From an optimization exercise on the open Yosys and OpenROAD flow, aimed at small area; shortcuts taken in it are not production practice.
Only simulation tests tie the RTL to the original design; equivalence was not proved.
Power and IR drop assume default switching activity.

==> run a: inputs <==
Design vgalab1, start of the top module:
module vgalab1(
  input clk,             
  input rst_n,           
  input key_jump_n,      
  input key_restart_n,   
  input sw_gray,         
  output [0:6] HEX0, HEX1,   
  output VGA_HS,
  output VGA_VS,
  output VGA_BLANK,
  output [9:0] VGA_R,
  output [9:0] VGA_G,
  output [9:0] VGA_B
);
wire [5:0] xq;
wire [3:0] xr;
wire [5:0] yq;
wire [3:0] yr;
wire [2:0] idx;
wire [9:0] gray;
wire video_on;
vga_sync u1(.clk(clk), .rst_n(rst_n), .xq(xq), .xr(xr), .yq(yq), .yr(yr), .hs(VGA_HS), .vs(VGA_VS));
background background(.clk(clk), .rst_n(rst_n), .jump(key_jump_n), .restart(key_restart_n),
  .xq(xq), .xr(xr), .yq(yq), .yr(yr), .idx(idx), .gray(gray), .video_on(video_on), .HEX0(HEX0), .HEX1(HEX1));
assign VGA_BLANK = VGA_HS & VGA_VS;
assign VGA_R = !video_on ? 10'h000 : sw_gray ? gray : {10{idx[0]}};
assign VGA_G = !video_on ? 10'h000 : sw_gray ? gray : {10{idx[1]}};
assign VGA_B = !video_on ? 10'h000 : sw_gray ? gray : {10{idx[2]}};
endmodule
Settings: LEC_CHECK=0, ABC_AREA=1, CAP_MARGIN=0, CORE_MARGIN=2, CORE_UTILIZATION=40, CTS_BUF_LIST=sky130_fd_sc_hd__clkbuf_8, GPL_TIMING_DRIVEN=0, SLEW_MARGIN=0; clock period 12.0 ns.
standard.sh (not shown) runs the stock make flow with config.mk's settings and CLKGATE_MAP_FILE= SYNTH_SCRIPT=/design/flow/synth_recipe.tcl, a recipe that flattens the netlist after the stock synthesis.
==> flow/flow/run.sh <==
#!/bin/bash
# Own layout flow: the standard synthesis, then the combinational logic
# between the registers is mapped again by ABC for area (the registers are
# kept as they are, with their names and cells), then the standard
# layout with single-strength port buffers.
set -euo pipefail
W=$(pwd)
R=$W/orfs/results/$FLOW_PLATFORM/vgalab1/base
LIB=$FLOW_HOME/platforms/$FLOW_PLATFORM/lib/sky130_fd_sc_hd__tt_025C_1v80.lib

# 1. standard synthesis, up to the netlist
bash standard.sh $R/1_2_yosys.v > $W/std_synth.log 2>&1
cp $R/1_2_yosys.v $W/std_1_2_yosys.v

# 2. map the logic between registers again
DONT=""
for c in $(grep -o "\-dont_use [a-z0-9_]*" $W/orfs/logs/$FLOW_PLATFORM/vgalab1/base/1_2_yosys.log | awk '{print $2}' | sort -u); do
  DONT="$DONT -dont_use $c"
done
cat > $W/reabc.ys <<E2
read_liberty -ignore_miss_func -overwrite $LIB
read_verilog $W/std_1_2_yosys.v
hierarchy -top $FLOW_TOP
setattr -mod -set keep_hierarchy 1 sky130_fd_sc_hd__df* sky130_fd_sc_hd__edf* sky130_fd_sc_hd__sdf* sky130_fd_sc_hd__dl* sky130_fd_sc_hd__conb_*
flatten
opt_clean -purge
tee -o $W/reabc_before.txt stat -liberty $LIB
abc -liberty $LIB $DONT -script $W/flow/area.abc
opt_clean -purge
splitnets
opt_clean -purge
hilomap -singleton -hicell sky130_fd_sc_hd__conb_1 HI -locell sky130_fd_sc_hd__conb_1 LO
insbuf -buf sky130_fd_sc_hd__buf_4 A X
opt_clean -purge
tee -o $W/reabc_after.txt stat -liberty $LIB
read_liberty -lib -ignore_miss_func -overwrite $LIB
check -assert
write_verilog -noattr -nohex -nodec $W/reabc_1_2_yosys.v
E2
yosys -l $W/reabc.log -q -s $W/reabc.ys > /dev/null 2>&1
cp $W/reabc_1_2_yosys.v $R/1_2_yosys.v

# 3. standard layout from the new netlist
bash standard.sh "BUFFER_PORTS_ARGS=-buffer_cell sky130_fd_sc_hd__buf_1" finish > $W/std_layout.log 2>&1
==> flow/flow/area.abc <==
strash; &get -n; &deepsyn -T 60; &put; dch -f; amap
==> inputs of run b, as changes to run a <==
--- a/flow/design.v
+++ b/flow/design.v
@@ -137,21 +137,27 @@
 reg [9:0] mxo;
 reg hit, dis1, dis2, dis3;
 reg [3:0] sf, ss;
 wire [10:0] M = {2'd0, mq, mc[1], mc[0], mc[1], mc[0]};
 wire [10:0] MX = {1'b0, mxo};
-wire [10:0] ex = dsub(X[9:0], s);
-wire tx1 = n1 && sin(ex, pd(0), pd(80));
-wire tx2 = a2 ? (n2a && sin(ex, pd(210), pd(290))) : sin(ex, pd(-432), pd(-352));
-wire tx3 = a3 ? (n3a && sin(ex, pd(424), pd(508))) : sin(ex, pd(-218), pd(-134));
-wire bx1 = n1 ? sin(ex, pd(20), pd(60)) : (!ge(S, px(581)) && sge(ex, pd(19)));
-wire bx2 = a2 ? (n2a ? sin(ex, pd(230), pd(270)) : (!ge(S, px(371)) && sge(ex, pd(229)))) : sin(ex, pd(-412), pd(-372));
-wire bx3 = a3 ? (n3a ? sin(ex, pd(444), pd(488)) : (!ge(S, px(153)) && sge(ex, pd(443)))) : sin(ex, pd(-198), pd(-154));
-reg g01, g02, g03, gA1, gA2, gA3, gH1, gH2, gH3;
-wire blank = ge(X, px(640));
-wire [1:0] tp = (tx2 || bx2) ? 2'd1 : (tx3 || bx3) ? 2'd2 : 2'd0;
-wire [1:0] t = blank ? xr[1:0] : tp;
+reg ty1, ty2, ty3, by1, by2, by3, my;
+reg g0, gA, gH;
+reg [1:0] tn;
+wire [9:0] kx = (tn == 2'd1) ? (a2 ? {6'd14, 4'd0} : {6'd35, 4'd3}) :
+                (tn == 2'd2) ? (a3 ? {6'd28, 4'd4} : {6'd49, 4'd7}) : 10'd0;
+wire [10:0] kr = add({7'd0, s[3:0]}, {7'd0, kx[3:0]});
+wire kc = ge(kr, 15);
+wire [10:0] krc = kc ? sub(kr, 15) : kr;
+wire [10:0] kq = add(add({5'd0, s[9:4]}, {5'd0, kx[9:4]}), {10'd0, kc});
+wire [9:0] sn = {kq[5:0], krc[3:0]};
+wire [10:0] dn = dsub(mxo, sn);
+wire w84 = tn == 2'd2;
+wire nn = (tn == 2'd1) ? (!a2 || n2a) : (tn == 2'd2) ? (!a3 || n3a) : n1;
+always @(posedge clk or negedge rst_n)
+	if (!rst_n) tn <= 2'd0;
+	else if (!sin(dn, pd(30), pd(84))) tn <= (tn == 2'd2) ? 2'd0 : tn + 2'd1;
+wire [1:0] t = xr[2] ? tn : xr[1:0];
 wire usep = (t == 2'd1 && !a2) || (t == 2'd2 && !a3);
 wire [3:0] fs = usep ? lf[3:0] : lf[4:1];
 reg [8:0] htab;
 always @*
 	case ({t, fs})
@@ -205,32 +211,34 @@
 	6'd47: htab = {5'd22, 4'd10};  
 	default: htab = 9'd0;
 	endcase
 reg [4:0] mqd;
 reg [1:0] mcd;
-wire [10:0] ua = blank ? M : Y;
-wire [10:0] ud = dsub(ua[9:0], {1'b0, htab});
-wire ud_ge0 = !ud[10];
+wire mt1 = (y1 && X == px(400)) || (y0 && X == px(0));
+wire slot_my = mt1 || t == 2'd3;
+wire [10:0] ua = (xr[2] && !slot_my) ? M : Y;
+wire [10:0] ub = slot_my ? M : {2'd0, htab};
+wire [10:0] ud = dsub(ua[9:0], ub[9:0]);
+wire uneg = ud[10];
+wire ud_ge0 = !uneg;
 wire ud_by = sin(ud, -64, -32);       
+wire ud_my = sin(ud, -32, 0) && ge(M, pk(30));
 wire ud_gA = sge(ud, -54);            
 wire ud_gH = sge(ud, -70);            
 always @(posedge clk)
-	if (blank && xr[3:2] == 2'd0)
-		case (xr[1:0])
-		2'd0: begin g01 <= ud_ge0; gA1 <= ud_gA; gH1 <= ud_gH; end
-		2'd1: begin g02 <= ud_ge0; gA2 <= ud_gA; gH2 <= ud_gH; end
-		2'd2: begin g03 <= ud_ge0; gA3 <= ud_gA; gH3 <= ud_gH; end
+	if (slot_my)
+		my <= ud_my;
+	else if (!xr[3])
+		case (xr[2:0])
+		3'd0: begin ty1 <= ud_ge0; by1 <= ud_by; end
+		3'd1: begin ty2 <= ud_ge0; by2 <= ud_by; end
+		3'd2: begin ty3 <= ud_ge0; by3 <= ud_by; end
+		3'd4: begin g0 <= ud_ge0; gA <= ud_gA; gH <= ud_gH; end
 		default: ;
 		endcase
-wire [10:0] d1 = dsub(mxo, s);
-wire col1 = n1 && sin(d1, pd(30), pd(80)) && g01;
-wire col2 = (a2 ? (n2a && sin(d1, pd(240), pd(290))) : sin(d1, pd(-402), pd(-352))) && g02;
-wire col3 = (a3 ? (n3a && sin(d1, pd(454), pd(508))) : sin(d1, pd(-188), pd(-134))) && g03;
-wire bd1 = n1 && sin(d1, pd(50), pd(60));
-wire bd2 = a2 ? (n2a && sin(d1, pd(260), pd(270))) : sin(d1, pd(-382), pd(-372));
-wire bd3 = a3 ? (n3a && sin(d1, pd(474), pd(488))) : sin(d1, pd(-168), pd(-154));
-wire colany = col1 || col2 || col3;
+wire colany = nn && sin(dn, pd(30), w84 ? pd(84) : pd(80)) && g0;
+wire bdn = nn && sin(dn, pd(50), w84 ? pd(64) : pd(60));
 wire mlow = !ge(M, pk(81));
 wire mhigh = ge(M, pk(400));
 wire brA = !jump && !hit;
 wire brB = !brA && !restart;
 wire brC = !brA && restart && mlow;
@@ -253,32 +261,28 @@
 	end
 	mqd = mt ? mqn : mq;
 	mcd = mt ? mcn : mc;
 end
 wire bok = !hit && (brA || brD || brH);
-wire b1 = bok && !dis1 && bd1 && (brA ? gA1 : (brD || gH1));
-wire b2 = bok && !dis2 && bd2 && (brA ? gA2 : (brD || gH2));
-wire b3 = bok && !dis3 && bd3 && (brA ? gA3 : (brD || gH3));
+wire dn_dis = (tn == 2'd1) ? dis2 : (tn == 2'd2) ? dis3 : dis1;
+wire bany = bok && !dn_dis && bdn && (brA ? gA : (brD || gH));
+wire b1 = bany && tn == 2'd0;
+wire b2 = bany && tn == 2'd1;
+wire b3 = bany && tn == 2'd2;
 wire c1 = ge(S, px(561)) && !ge(S, px(566));
 wire c2 = ge(S, px(351)) && !ge(S, px(356));
 wire c3 = ge(S, px(133)) && !ge(S, px(138));
-wire bany = b1 || b2 || b3;
 wire sf10 = sf == 4'd10;
-wire [9:0] kx = col1 ? 10'd0 : col2 ? (a2 ? {6'd14, 4'd0} : {6'd35, 4'd3}) : (a3 ? {6'd28, 4'd4} : {6'd49, 4'd7});
-wire [10:0] kr = add({7'd0, s[3:0]}, {7'd0, kx[3:0]});
-wire kc = ge(kr, 15);
-wire [10:0] krc = kc ? sub(kr, 15) : kr;
-wire [10:0] kq = add(add({5'd0, s[9:4]}, {5'd0, kx[9:4]}), {10'd0, kc});
 always @(posedge clk or negedge rst_n)
 	if (!rst_n) begin
 		mxo <= px(335);
 		hit <= 1'b0;
 		dis1 <= 1'b0; dis2 <= 1'b0; dis3 <= 1'b0;
 		sf <= 4'd0; ss <= 4'd0;
 	end else if (mt) begin
 		if (brB) mxo <= px(335);
-		else if (brE) mxo <= {kq[5:0], krc[3:0]};
+		else if (brE) mxo <= sn;
 		if (brB) hit <= 1'b0;
 		else if (brC || brD || brE) hit <= 1'b1;
 		dis1 <= b1 ? 1'b1 : c1 ? 1'b0 : dis1;
 		dis2 <= b2 ? 1'b1 : c2 ? 1'b0 : dis2;
 		dis3 <= b3 ? 1'b1 : c3 ? 1'b0 : dis3;
@@ -295,25 +299,31 @@
 	end else begin
 		mq <= mqd; mc <= mcd;
 	end
 BCD DisplayScoreFirst(sf, HEX0);
 BCD DisplayScoreSecond(ss, HEX1);
+wire [10:0] ex = dsub(X[9:0], s);
+wire tx1 = n1 && sin(ex, pd(0), pd(80));
+wire tx2 = a2 ? (n2a && sin(ex, pd(210), pd(290))) : sin(ex, pd(-432), pd(-352));
+wire tx3 = a3 ? (n3a && sin(ex, pd(424), pd(508))) : sin(ex, pd(-218), pd(-134));
+wire bx1 = n1 ? sin(ex, pd(20), pd(60)) : (!ge(S, px(581)) && sge(ex, pd(19)));
+wire bx2 = a2 ? (n2a ? sin(ex, pd(230), pd(270)) : (!ge(S, px(371)) && sge(ex, pd(229)))) : sin(ex, pd(-412), pd(-372));
+wire bx3 = a3 ? (n3a ? sin(ex, pd(444), pd(488)) : (!ge(S, px(153)) && sge(ex, pd(443)))) : sin(ex, pd(-198), pd(-154));
 wire y400 = !ge(Y, pk(401));
 wire [10:0] mdx = dsub(mxo, X[9:0]);
-wire [10:0] mdy = dsub(M[9:0], Y[9:0]);
-wire mon = ge(MX, px(30)) && sin(mdx, pd(0), pd(30)) && ge(M, pk(30)) && sin(mdy, pd(0), pd(30));
-wire tsx = tx1 || tx2 || tx3;
-wire bsx = bx1 || bx2 || bx3;
-wire tsy = ud_ge0 && y400;
-wire dsel = (tp == 2'd1) ? dis2 : (tp == 2'd2) ? dis3 : dis1;
+wire mon = ge(MX, px(30)) && sin(mdx, pd(0), pd(30)) && (mt1 ? ud_my : my);
 always @* begin
 	idx = 3'd6;
 	if (ge(Y, pk(400))) idx = 3'd2;
 	if (!ge(Y, pk(51))) idx = 3'd4;
 	else if (mon) idx = 3'd5;
-	else if (bsx && ud_by) idx = dsel ? 3'd6 : 3'd3;
-	else if (tsx && tsy) idx = 3'd0;
+	else if (bx1 && by1) idx = dis1 ? 3'd6 : 3'd3;
+	else if (tx1 && ty1 && y400) idx = 3'd0;
+	else if (bx2 && by2) idx = dis2 ? 3'd6 : 3'd3;
+	else if (tx2 && ty2 && y400) idx = 3'd0;
+	else if (bx3 && by3) idx = dis3 ? 3'd6 : 3'd3;
+	else if (tx3 && ty3 && y400) idx = 3'd0;
 	if (hit) begin
 		if (ge(X, px(30)) && ge(px(610), X) && ge(Y, pk(50)) && ge(pk(450), Y)) idx = 3'd0;
 		if (ge(X, px(130)) && ge(px(510), X) && ge(pk(400), Y) && ge(Y, pk(100))) begin
 			idx = 3'd7;
 			if (ge(px(170), X) && ge(pk(350), Y)) idx = 3'd0;
==> flow/flow/area.abc (replaced) <==
strash; &get -n; &deepsyn -T 60; &put; dch -f; amap; topo; buffer -p; upsize -D 6000; dnsize -D 6000
==> summary of the runs <==
Of run b and run a, run b has the higher total power (gap about 80%, measured against run a).
Of run b and run a, run b has the higher clock power (gap about 17%, measured against run a).
Count of clock-buffer cells in the layout is the same in run b and run a.
Of run a and run b, run a has the higher die area (gap 1.0%, measured against run b).
Between run b and run a, the lower sequential share of layout area is in run a (gap 5.7 points).
In run b the clock skew is higher than in run a, by 1.6 ps.
Run a finished but failed the layout checks on setup timing. Run b went through all stages and came out clean.


==> job 3839 <==
Another version of the RTL of vgalab1 (not shown whole).
export LEC_CHECK = 0
export ABC_AREA = 1
export CAP_MARGIN = 0
export CORE_MARGIN = 2
export CORE_UTILIZATION = 40
export CTS_BUF_LIST = sky130_fd_sc_hd__clkbuf_8
export GPL_TIMING_DRIVEN = 0
export SLEW_MARGIN = 0
create_clock -name core_clock -period 12.0 [get_ports {clk}]
==> flow/flow/run.sh <==
#!/bin/bash
# Own layout flow: the standard synthesis, then the combinational logic
# between the registers is mapped again by ABC for area (the registers are
# kept as they are, with their names and cells), then the standard
# layout with single-strength port buffers.
set -euo pipefail
W=$(pwd)
R=$W/orfs/results/$FLOW_PLATFORM/vgalab1/base
LIB=$FLOW_HOME/platforms/$FLOW_PLATFORM/lib/sky130_fd_sc_hd__tt_025C_1v80.lib

# 1. standard synthesis, up to the netlist
bash standard.sh $R/1_2_yosys.v > $W/std_synth.log 2>&1
cp $R/1_2_yosys.v $W/std_1_2_yosys.v

# 2. map the logic between registers again, with several seeds; keep the
#    smallest
DONT=""
for c in $(grep -o "\-dont_use [a-z0-9_]*" $W/orfs/logs/$FLOW_PLATFORM/vgalab1/base/1_2_yosys.log | awk '{print $2}' | sort -u); do
  DONT="$DONT -dont_use $c"
done
reabc() {
  local n=$1 src=$2
  sed "s/@SEED@/$n/" $W/flow/area.abc > $W/area_$n.abc
  cat > $W/reabc_$n.ys <<E2
read_liberty -ignore_miss_func -overwrite $LIB
read_verilog $src
hierarchy -top $FLOW_TOP
setattr -mod -set keep_hierarchy 1 sky130_fd_sc_hd__df* sky130_fd_sc_hd__edf* sky130_fd_sc_hd__sdf* sky130_fd_sc_hd__dl* sky130_fd_sc_hd__conb_*
flatten
opt_clean -purge
tee -o $W/reabc_before_$n.txt stat -liberty $LIB
abc -liberty $LIB $DONT -script $W/area_$n.abc
opt_clean -purge
splitnets
opt_clean -purge
hilomap -singleton -hicell sky130_fd_sc_hd__conb_1 HI -locell sky130_fd_sc_hd__conb_1 LO
insbuf -buf sky130_fd_sc_hd__buf_4 A X
opt_clean -purge
tee -o $W/reabc_after_$n.txt stat -liberty $LIB
read_liberty -lib -ignore_miss_func -overwrite $LIB
check -assert
write_verilog -noattr -nohex -nodec $W/reabc_$n.v
E2
  yosys -l $W/reabc_$n.log -q -s $W/reabc_$n.ys > /dev/null 2>&1 || true
}
# the smallest of the given runs' netlists
pick() {
  local best="" bestarea="" n a
  for n in "$@"; do
    [ -s $W/reabc_$n.v ] || continue
    a=$(grep "Chip area for top module" $W/reabc_after_$n.txt | awk '{print $NF}')
    if [ -z "$best" ] || awk "BEGIN{exit !($a < $bestarea)}"; then best=$n; bestarea=$a; fi
  done
  echo $best
}
# two rounds of four seeds, the second from the first's best
for n in 1 2 3 4; do reabc $n $W/std_1_2_yosys.v & done
wait
b1=$(pick 1 2 3 4)
for n in 5 6 7 8; do reabc $n $W/reabc_$b1.v & done
wait
best=$(pick $b1 5 6 7 8)
echo "chosen: run $best, area $(grep 'Chip area for top module' $W/reabc_after_$best.txt | awk '{print $NF}')" > $W/reabc_choice.txt
cp $W/reabc_$best.v $R/1_2_yosys.v

# 3. standard layout from the new netlist (no dummy clock loads)
bash standard.sh "BUFFER_PORTS_ARGS=-buffer_cell sky130_fd_sc_hd__buf_1" "CTS_ARGS=-sink_clustering_enable -repair_clock_nets -buf_list {sky130_fd_sc_hd__clkbuf_4 sky130_fd_sc_hd__clkbuf_8} -dont_use_dummy_load" finish > $W/std_layout.log 2>&1
Other scripts of this flow, unchanged in this note and not shown: flow/flow/area.abc
==> job 2672 (differences from job 3839) <==
--- a/flow/flow/run.sh
+++ b/flow/flow/run.sh
@@ -53,15 +53,18 @@
   done
   echo $best
 }
-# two rounds of four seeds, the second from the first's best
-for n in 1 2 3 4; do reabc $n $W/std_1_2_yosys.v & done
+# sixteen seeds from the standard netlist, four at a time, then four from
+# the best of them
+for r in 0 4 8 12; do
+  for n in 1 2 3 4; do reabc $((r + n)) $W/std_1_2_yosys.v & done
+  wait
+done
+b1=$(pick $(seq 1 16))
+for n in 17 18 19 20; do reabc $n $W/reabc_$b1.v & done
 wait
-b1=$(pick 1 2 3 4)
-for n in 5 6 7 8; do reabc $n $W/reabc_$b1.v & done
-wait
-best=$(pick $b1 5 6 7 8)
+best=$(pick $b1 17 18 19 20)
 echo "chosen: run $best, area $(grep 'Chip area for top module' $W/reabc_after_$best.txt | awk '{print $NF}')" > $W/reabc_choice.txt
 cp $W/reabc_$best.v $R/1_2_yosys.v
 
 # 3. standard layout from the new netlist (no dummy clock loads)
-bash standard.sh "BUFFER_PORTS_ARGS=-buffer_cell sky130_fd_sc_hd__buf_1" "CTS_ARGS=-sink_clustering_enable -repair_clock_nets -buf_list {sky130_fd_sc_hd__clkbuf_4 sky130_fd_sc_hd__clkbuf_8} -dont_use_dummy_load" finish > $W/std_layout.log 2>&1
+bash standard.sh "BUFFER_PORTS_ARGS=-buffer_cell sky130_fd_sc_hd__buf_1" "CTS_ARGS=-sink_clustering_enable -repair_clock_nets -buf_list sky130_fd_sc_hd__clkbuf_8 -dont_use_dummy_load" finish > $W/std_layout.log 2>&1
==> comparison table <==
                                                                                  job 2672            job 3839
Vias in the first global route                                                        7424                7169
Die Y                                                                             134.2 µm            134.4 µm
Clock-pin slew of the registers on the worst-case setup and hold paths             0.07 ns             0.08 ns
Post-synth design cell area                                                   0.006783 mm²        0.006805 mm²
Initial core utilization                                                            40.90%              41.04%
Routed met1 length                                                                10550 µm            10890 µm
Sequential fraction of design power                                                  24.5%               25.9%
Non-clock buffers                                                                       60                  63
Utilization after layout                                                            44.88%              44.92%
Fraction of final layout cells with drive strength greater than 1                   2.751%              2.756%
Total internal power                                                           0.0005709 W         0.0005470 W
Startpoint of the tightest hold check path                              background.lf_k[1]  background.lf_k[0]
FMAX                                                                             88.38 MHz           88.43 MHz
Placed Cells incl. Taps                                                               1338                1336
Worst setup path endpoint                                                         VGA_R[4]            VGA_B[7]
Run status                                                no timing/DRC/antenna violations  no timing/DRC/antenna violations
Iter 0 DRT Violations                                                                  950                 883
Hold Crit Depth                                                                          1                   2
Maximum clock skew at final layout                                              0.02748 ns          0.02097 ns

-- separate check: timing with driven ports --
The flow's constraints put no driver on any port. The routed layouts listed below were extracted and timed again, unchanged, in two steps.
Step 1 (the two cells are an assumption about what drives the block):
set clk [get_ports {clk}]
set_driving_cell -lib_cell sky130_fd_sc_hd__clkbuf_16 $clk
set_driving_cell -lib_cell sky130_fd_sc_hd__buf_2 [delete_from_list [all_inputs] $clk]
Step 2 times the ports against the registers' clock, not the clock port: input delays grow and output delays shrink by t, the midpoint of the rising clock arrivals with the driver on.
Slacks: no drivers / after step 1 / after step 2; pairs: no drivers / after step 1.
run | shift t [ns] | setup slack, ns | hold slack, ns | pins driven straight from the clock port
run a | 0.420 | -1.506 / -1.546 / -1.126 | 0.510 / 0.510 / 0.510 | 1
run b | 0.428 | 0.802 / 0.761 / 1.189 | 0.475 / 0.475 / 0.475 | 1
job 3839 | 0.404 | 0.692 / 0.652 / 1.056 | 0.506 / 0.506 / 0.506 | 1
job 2672 | 0.404 | 0.685 / 0.644 / 1.048 | 0.526 / 0.526 / 0.526 | 1
